This is an optimization exercise on Yosys and OpenROAD, whose aim is small area, a short achievable clock period and few clock cycles per item, not a production implementation.
Where RTL was checked, it was by simulation tests only, not by an equivalence proof against the original.
Power figures rest on the tool's default switching activity, not on a simulated workload.

==> module divider, before the edit <==
module divider #(
    parameter WIDTH = 32
)(
    input  logic                   clk,
    input  logic                   rst_n,
    input  logic                   start,
    input  logic [WIDTH-1:0]       dividend,
    input  logic [WIDTH-1:0]       divisor,
    output logic [WIDTH-1:0]       quotient,
    output logic [WIDTH-1:0]       remainder,
    output logic                   done
);
    logic        busy;
    logic [3:0]  cnt;           
    logic [31:0] rem_reg;       
    logic [31:0] quo_reg;       
    logic [31:0] dsr_reg;       
    logic [15:0] pair;
    logic [3:0]  mpos;
    always_comb begin
        for (int i = 0; i < 16; i++)
            pair[i] = divisor[2*i+1] | divisor[2*i];
        mpos[3] = |pair[15:8];
        mpos[2] = mpos[3] ? |pair[15:12] : |pair[7:4];
        mpos[1] = mpos[3] ? (mpos[2] ? |pair[15:14] : |pair[11:10])
                          : (mpos[2] ? |pair[7:6]   : |pair[3:2]);
        mpos[0] = mpos[3] ? (mpos[2] ? (mpos[1] ? pair[15] : pair[13]) : (mpos[1] ? pair[11] : pair[9]))
                          : (mpos[2] ? (mpos[1] ? pair[7]  : pair[5])  : (mpos[1] ? pair[3]  : pair[1]));
    end
    logic [31:0] dsr_init;
    assign dsr_init = divisor << {~mpos, 1'b0};
    logic [34:0] r, d1, d2, d3;
    assign r  = {3'b0, rem_reg};
    assign d1 = r - {3'b0, dsr_reg};
    assign d2 = r - {2'b0, dsr_reg, 1'b0};
    logic [34:0] nd, n2d, s3, cy3;
    assign nd  = ~{3'b0, dsr_reg};
    assign n2d = ~{2'b0, dsr_reg, 1'b0};
    assign s3  = r ^ nd ^ n2d;
    assign cy3 = (r & nd) | (r & n2d) | (nd & n2d);
    assign d3  = s3 - ~{cy3[33:0], 1'b1};
    logic        ge1, ge2, ge3;
    logic [1:0]  qd;
    logic [31:0] rnext;
    assign ge1 = ~d1[34];
    assign ge2 = ~d2[34];
    assign ge3 = ~d3[34];
    assign qd  = {ge2, ge3 | (ge1 & ~ge2)};
    assign rnext = ({32{ge3}}        & d3[31:0])
                 | ({32{ge2 & ~ge3}} & d2[31:0])
                 | ({32{ge1 & ~ge2}} & d1[31:0])
                 | ({32{~ge1}}       & rem_reg);
    always_ff @(posedge clk or negedge rst_n) begin
        if (!rst_n) begin
            busy <= 1'b0;
            done <= 1'b0;
        end else begin
            done <= busy && cnt == 4'd0;
            if (start)
                busy <= 1'b1;
            else if (cnt == 4'd0)
                busy <= 1'b0;
        end
    end
    always_ff @(posedge clk) begin
        if (start) begin
            rem_reg <= dividend;
            quo_reg <= 32'd0;
        end else if (busy) begin
            rem_reg <= rnext;
            quo_reg <= {quo_reg[29:0], qd};
        end
    end
    always_ff @(posedge clk) begin
        if (start) begin
            dsr_reg <= dsr_init;
            cnt     <= ~mpos;
        end else begin
            dsr_reg <= {2'b00, dsr_reg[31:2]};
            cnt     <= cnt - 4'd1;
        end
    end
    assign quotient  = quo_reg;
    assign remainder = rem_reg;
endmodule
Settings: LEC_CHECK=0, CAP_MARGIN=20, CORE_MARGIN=2, CORE_UTILIZATION=40, SETUP_SLACK_MARGIN=1, SLEW_MARGIN=20; clock period 5.0 ns.
standard.sh (not shown) runs the stock make flow with config.mk's settings and CLKGATE_MAP_FILE= SYNTH_SCRIPT=/design/flow/synth_recipe.tcl, a recipe that flattens the netlist after the stock synthesis.
==> flow/flow/run.sh <==
#!/bin/bash
# The standard layout, with each port buffered by a sky130 buf_1 instead of
# the buffer buffer_ports picks by default.
set -euo pipefail
export BUFFER_PORTS_ARGS="-buffer_cell sky130_fd_sc_hd__buf_1"
bash standard.sh > standard.log 2>&1
Testbench counts at the start, summed over its fixed seeds: cycles 12,769, items 1,280.
Change:
--- a/flow/design.v
+++ b/flow/design.v
@@ -12,26 +12,24 @@
 );
     logic        busy;
     logic [3:0]  cnt;           
     logic [31:0] rem_reg;       
     logic [31:0] quo_reg;       
     logic [31:0] dsr_reg;       
-    logic [15:0] pair;
-    logic [3:0]  mpos;
-    always_comb begin
-        for (int i = 0; i < 16; i++)
-            pair[i] = divisor[2*i+1] | divisor[2*i];
-        mpos[3] = |pair[15:8];
-        mpos[2] = mpos[3] ? |pair[15:12] : |pair[7:4];
-        mpos[1] = mpos[3] ? (mpos[2] ? |pair[15:14] : |pair[11:10])
-                          : (mpos[2] ? |pair[7:6]   : |pair[3:2]);
-        mpos[0] = mpos[3] ? (mpos[2] ? (mpos[1] ? pair[15] : pair[13]) : (mpos[1] ? pair[11] : pair[9]))
-                          : (mpos[2] ? (mpos[1] ? pair[7]  : pair[5])  : (mpos[1] ? pair[3]  : pair[1]));
-    end
-    logic [31:0] dsr_init;
-    assign dsr_init = divisor << {~mpos, 1'b0};
+    logic [3:0] pa, pd;
+    lead_pair u_lead_a (.x(dividend), .p(pa));
+    lead_pair u_lead_d (.x(divisor),  .p(pd));
+    logic [4:0]  pdiff;
+    logic [31:0] dsr_sh, dsr_init;
+    logic [3:0]  cnt_init;
+    logic        dz;
+    assign pdiff    = {1'b0, pa} - {1'b0, pd};
+    assign dz       = ~|divisor;
+    assign dsr_sh   = divisor << {pdiff[3:0], 1'b0};
+    assign dsr_init = pdiff[4] ? divisor : dsr_sh;
+    assign cnt_init = dz ? 4'd15 : (pdiff[4] ? 4'd0 : pdiff[3:0]);
     logic [34:0] r, d1, d2, d3;
     assign r  = {3'b0, rem_reg};
     assign d1 = r - {3'b0, dsr_reg};
     assign d2 = r - {2'b0, dsr_reg, 1'b0};
     logic [34:0] nd, n2d, s3, cy3;
     assign nd  = ~{3'b0, dsr_reg};
@@ -71,15 +69,32 @@
             quo_reg <= {quo_reg[29:0], qd};
         end
     end
     always_ff @(posedge clk) begin
         if (start) begin
             dsr_reg <= dsr_init;
-            cnt     <= ~mpos;
+            cnt     <= cnt_init;
         end else begin
             dsr_reg <= {2'b00, dsr_reg[31:2]};
             cnt     <= cnt - 4'd1;
         end
     end
     assign quotient  = quo_reg;
     assign remainder = rem_reg;
 endmodule
+module lead_pair (
+    input  logic [31:0] x,
+    output logic [3:0]  p
+);
+    logic [32:0] none;
+    always_comb begin
+        none[32] = 1'b1;
+        for (int i = 31; i >= 0; i--)
+            none[i] = ~|(x >> i);
+        for (int k = 0; k < 4; k++) begin
+            p[k] = 1'b0;
+            for (int b = 0; b < (32 >> (k + 2)); b++)
+                p[k] = p[k] | (none[(b + 1) << (k + 2)]
+                               & ~none[(b << (k + 2)) + (1 << (k + 1))]);
+        end
+    end
+endmodule
The new run went through all stages and came out clean.
Setup slack degrades by 0.29 ns.
Utilization increases by 0.96 points.
Area after synthesis rose by 5.3%.
Cell count came out higher by 6.0%.
Fmax is lower by 7.0%.
Count of clock-buffer cells in the layout stays the same.
Hold slack barely changes.
Power rose by 21%.
Clock power fell by about 0.9%.
Die area rose by 5.1%.
Routed wire length came out higher by 12%.
Function not checked in the second run of this note: the RTL went through the layout flow alone.

-- re-timing with driven ports --
Ports are ideal in the flow. The routed layouts listed here were re-timed in OpenROAD. Step 1, drivers: a clkbuf_16 drives clk and a buf_2 each remaining input, both assumed. Step 2 times the ports against the registers' clock, not the clock port: input delays grow and output delays shrink by t, the midpoint of the rising clock arrivals with the driver on. Slacks: ideal / step 1 / step 2; pairs: ideal / step 1.
run | t, ns | setup WS [ns] | clock arrival spread, ns
the first run | 0.409 | 1.104 / 1.104 / 0.863 | 0.014 / 0.014
the second run | 0.409 | 0.812 / 0.831 / 0.421 | 0.016 / 0.017
After both steps every run listed still meets setup and hold. The setup slack of the second run, which loses most, moves by +0.019 ns with the drivers and by -0.391 ns with both steps.
